Context: an optimization exercise on an open-source flow, tuned for small area, a short achievable clock period and few clock cycles. The choices shown serve that exercise and are no tape-out recipe.
The RTL was checked by simulation tests, not by an equivalence proof against the original design.
Power and IR drop assume default switching activity.

Setup of run 1:
==> flow/design.v <==
module cache(
    clk,
    proc_reset,
    proc_read,
    proc_write,
    proc_addr,
    proc_rdata,
    proc_wdata,
    proc_stall,
    mem_read,
    mem_write,
    mem_addr,
    mem_rdata,
    mem_wdata,
    mem_ready
);
    input          clk;
    input          proc_reset;
    input          proc_read, proc_write;
    input   [29:0] proc_addr;   
    input   [31:0] proc_wdata;
    output         proc_stall;
    output  [31:0] proc_rdata;
    input  [127:0] mem_rdata;
    input          mem_ready;
    output         mem_read, mem_write;
    output  [27:0] mem_addr;
    output [127:0] mem_wdata;
    reg [127:0] block0 [0:3];
    reg [127:0] block1 [0:3];
    reg [25:0]  tag0 [0:3];
    reg [25:0]  tag1 [0:3];
    reg [3:0]   valid0, valid1;
    reg [3:0]   dirty0, dirty1;
    reg [3:0]   mru;                
    reg s_wb, s_rd, s_done;
    reg hit_r, way_r;               
    reg [31:0]  rdata_r;
    reg [27:0]  maddr_r;
    reg [127:0] mwdata_r;
    wire s_idle = ~(s_wb | s_rd | s_done);
    wire [25:0] tag_t  = proc_addr[29:4];
    wire [1:0]  index  = proc_addr[3:2];
    wire [1:0]  offset = proc_addr[1:0];
    wire        req    = proc_read | proc_write;
    wire [3:0] eq0, eq1;
    genvar s;
    generate
        for (s = 0; s < 4; s = s + 1) begin : g_cmp
            assign eq0[s] = valid0[s] && (tag0[s] == tag_t);
            assign eq1[s] = valid1[s] && (tag1[s] == tag_t);
        end
    endgenerate
    wire hit0 = eq0[index];
    wire hit1 = eq1[index];
    wire hit  = hit0 | hit1;
    wire [127:0] blk0_i = block0[index];
    wire [127:0] blk1_i = block1[index];
    wire [3:0]  vdirty_s;
    wire [25:0] vtag_s [0:3];
    generate
        for (s = 0; s < 4; s = s + 1) begin : g_vic
            assign vdirty_s[s] = mru[s] ? (valid0[s] & dirty0[s]) : (valid1[s] & dirty1[s]);
            assign vtag_s[s]   = mru[s] ? tag0[s] : tag1[s];
        end
    endgenerate
    wire        victim    = ~mru[index];           
    wire        vic_dirty = vdirty_s[index];
    wire [25:0] vtag_i    = vtag_s[index];
    wire fill = s_rd & mem_ready;
    assign proc_stall = ~s_done;
    assign proc_rdata = rdata_r;
    assign mem_write  = s_wb;
    assign mem_read   = s_rd;
    assign mem_addr   = maddr_r;
    assign mem_wdata  = mwdata_r;
    wire look = s_idle & req;
    always @(posedge clk) begin
        if (proc_reset) begin
            s_wb   <= 1'b0;
            s_rd   <= 1'b0;
            s_done <= 1'b0;
        end else begin
            s_wb   <= s_wb ? ~mem_ready : (look & ~hit & vic_dirty);
            s_rd   <= s_rd ? ~mem_ready : ((look & ~hit & ~vic_dirty) | (s_wb & mem_ready));
            s_done <= (look & hit) | fill;
        end
    end
    always @(posedge clk) begin
        hit_r <= s_idle & hit;
        way_r <= hit1;
    end
    wire [31:0] rd0 = blk0_i[offset*32 +: 32];
    wire [31:0] rd1 = blk1_i[offset*32 +: 32];
    wire [31:0] rdm = mem_rdata[offset*32 +: 32];
    wire [31:0] cand0 = s_rd ? rdm : rd0;
    wire [31:0] cand1 = s_rd ? rdm : rd1;
    always @(posedge clk) begin
        rdata_r  <= hit0 ? cand0 : cand1;
        maddr_r  <= ((s_idle & vic_dirty) | (s_wb & ~mem_ready))
                    ? {vtag_i, index} : proc_addr[29:2];
        mwdata_r <= victim ? blk1_i : blk0_i;
    end
    wire wr_hit = s_done & hit_r & proc_write;
    integer i;
    always @(posedge clk) begin
        if (proc_reset) begin
            valid0 <= 4'd0;
            valid1 <= 4'd0;
            dirty0 <= 4'd0;
            dirty1 <= 4'd0;
            mru    <= 4'd0;
        end else begin
            for (i = 0; i < 4; i = i + 1) begin
                if (index == i) begin
                    if (s_done & hit_r) mru[i] <= way_r;
                    else if (fill) mru[i] <= ~mru[i];
                    if (fill) begin
                        if (~mru[i]) begin
                            valid1[i] <= 1'b1;
                            dirty1[i] <= proc_write;
                        end else begin
                            valid0[i] <= 1'b1;
                            dirty0[i] <= proc_write;
                        end
                    end else if (wr_hit) begin
                        if (~way_r) dirty0[i] <= 1'b1;
                        if ( way_r) dirty1[i] <= 1'b1;
                    end
                end
            end
        end
    end
    wire [127:0] wdata;
    genvar k;
    generate
        for (k = 0; k < 4; k = k + 1) begin : g_wd
            assign wdata[k*32 +: 32] = (s_rd && !(proc_write && offset == k))
                                       ? mem_rdata[k*32 +: 32] : proc_wdata;
        end
    endgenerate
    integer j, w;
    always @(posedge clk) begin
        for (j = 0; j < 4; j = j + 1) begin
            if (index == j) begin
                if (fill &  mru[j]) tag0[j] <= tag_t;
                if (fill & ~mru[j]) tag1[j] <= tag_t;
                for (w = 0; w < 4; w = w + 1) begin
                    if ((fill &  mru[j]) | (wr_hit & ~way_r & (offset == w)))
                        block0[j][w*32 +: 32] <= wdata[w*32 +: 32];
                    if ((fill & ~mru[j]) | (wr_hit &  way_r & (offset == w)))
                        block1[j][w*32 +: 32] <= wdata[w*32 +: 32];
                end
            end
        end
    end
endmodule
make LEC_CHECK=0 CAP_MARGIN=20 CORE_MARGIN=2 CORE_UTILIZATION=50 CTS_CLUSTER_DIAMETER=80 CTS_CLUSTER_SIZE=20 SETUP_SLACK_MARGIN=3.5 SLEW_MARGIN=20 finish   # period 6.0 ns
run.sh (not shown) runs the stock make flow with config.mk's settings and CLKGATE_MAP_FILE= SYNTH_SCRIPT=/design/flow/synth_recipe.tcl, a recipe that flattens the netlist after the stock synthesis.
Testbench counts of run 1, summed over its fixed seeds: cycles 145,525.
The following lists how run 2 was set up differently from run 1:
- swapping 50 for 40 in CORE_UTILIZATION
- swapping 3.5 for 3.4 in SETUP_SLACK_MARGIN
==> flow/flow/run.sh (new file) <==
#!/bin/bash
# The standard layout, with plain buf_2 cells as the port buffers instead of
# the delay cells buffer_ports picks by default.
set -euo pipefail
export BUFFER_PORTS_ARGS="-buffer_cell sky130_fd_sc_hd__buf_2"
bash standard.sh finish > orfs_make.log 2>&1
==> flow/standard.sh (new file) <==
#!/bin/bash
# synth_recipe.tcl (not shown) runs the flow's synth.tcl, then flattens the netlist and writes it again
# the make line also repeats each setting of config.mk as NAME=value (left out here)
make -C /OpenROAD-flow-scripts/flow DESIGN_CONFIG=/design/flow/config.mk WORK_HOME=/design/flow/orfs CLKGATE_MAP_FILE= SYNTH_SCRIPT=/design/flow/synth_recipe.tcl "${@:-finish}"
removed: flow/run.sh
Results
Global-route usage: run 2 vs run 1 down 8.1 points
Changes observed in run 2 relative to run 1: register-to-register slack decreased by 100 ps relative to the old numbers, via count normalized by instance count decreased by about 7% relative to the old numbers, power increased by about 1.4% relative to the old numbers.
Edits applied to the flow inputs when going from run 2 to run 3:
- changing CTS_CLUSTER_DIAMETER from 80 to 100
- changing CTS_CLUSTER_SIZE from 20 to 25
## What came out
Result for run 3 and run 2: all clean. On measured slew at the worst slew-check pin, run 3 tracks run 2 almost exactly. Delta (run 3 minus run 2): final net count stayed essentially flat, final critical delay including setup and external delays rose by 5.1 ps.
[inputs] run 4 vs run 3
- a change of CTS_CLUSTER_DIAMETER from 100 to 80
- a change of CTS_CLUSTER_SIZE from 25 to 20
==> flow/run.sh (new file) <==
#!/bin/bash
# synth_recipe.tcl (not shown) runs the flow's synth.tcl, then flattens the netlist and writes it again
# the make line also repeats each setting of config.mk as NAME=value (left out here)
make -C /OpenROAD-flow-scripts/flow DESIGN_CONFIG=/design/flow/config.mk WORK_HOME=/design/flow/orfs CLKGATE_MAP_FILE= SYNTH_SCRIPT=/design/flow/synth_recipe.tcl finish
removed: flow/flow/run.sh
removed: flow/standard.sh
Max inverter count across run 3 and run 4: run 4
Run 4: area added between synthesis and finish 7.1 points above run 3
Between run 3 and run 4, the difference in switching share of total power is negligible.
Compared run 4 vs run 3, and area of all placed cells without fillers is up in run 4.
Changes observed in run 4 relative to run 3: insertion delay to the later sink of the worst-skew pair shows no meaningful change, worst setup slack after layout shows an increase of 9.9 ps, met2 wirelength from detailed routing shows an increase of about 5.6%, share of cells above drive strength 1 shows a reduction of 4.4 points, cell count shows an increase of about 2.4%.
In run 4 the global-route usage turned out 0.91 points higher than in run 3.
The following lists how run 5 was set up differently from run 4:
==> flow/flow/run.sh (new file) <==
#!/bin/bash
# The standard layout, with plain buf_2 cells as the port buffers instead of
# the delay cells buffer_ports picks by default, and with timing repair free
# to resize a cell to any drive strength (not only to the same footprint).
set -euo pipefail
export BUFFER_PORTS_ARGS="-buffer_cell sky130_fd_sc_hd__buf_2"
bash standard.sh MATCH_CELL_FOOTPRINT=0 finish > orfs_make.log 2>&1
==> flow/standard.sh (new file) <==
#!/bin/bash
# synth_recipe.tcl (not shown) runs the flow's synth.tcl, then flattens the netlist and writes it again
# the make line also repeats each setting of config.mk as NAME=value (left out here)
make -C /OpenROAD-flow-scripts/flow DESIGN_CONFIG=/design/flow/config.mk WORK_HOME=/design/flow/orfs CLKGATE_MAP_FILE= SYNTH_SCRIPT=/design/flow/synth_recipe.tcl "${@:-finish}"
removed: flow/run.sh
==> comparison <==
- Summary — setup slack on the worst flop-to-flop path, run 5 relative to run 4: lower, by 120 ps.
- Run 4 ended up with mem_ready as its worst setup path startpoint; run 5 ended up with proc_addr[22].
- Compared with run 4, in run 5 final area now sits lower; worst-case setup margin in the final layout now sits lower.

## static timing again, ports no longer ideal
In the flow no input, the clock included, has a driving cell. The finished layouts below were timed again as built, in two steps.
Step 1 assumes that a clkbuf_16 drives the clock port and a buf_2 every other input.
Step 2 also shifts input and output timing later by t, the mid clock arrival at the registers, as if the neighbouring blocks saw the same clock.
Three values: no drivers, after step 1, after step 2; two values: the first two.
run | t (ns) | slack for setup (ns) | worst data-port slew with drivers (ns) | pins driven straight from the clock port
run 1 | 0.770 | 3.349 / 3.161 / 2.391 | 0.31 | 1
run 2 | 0.806 | 3.327 / 3.211 / 2.405 | 0.33 | 1
run 3 | 0.791 | 3.322 / 3.233 / 2.442 | 0.31 | 1
run 4 | 0.803 | 3.332 / 3.220 / 2.417 | 0.32 | 1
run 5 | 0.780 | 3.205 / 2.971 / 2.190 | 0.43 | 1
After both steps every run listed still meets setup and hold. For run 5, which loses most, drivers alone change the setup slack by -0.234 ns; drivers and shift together by -1.015 ns.
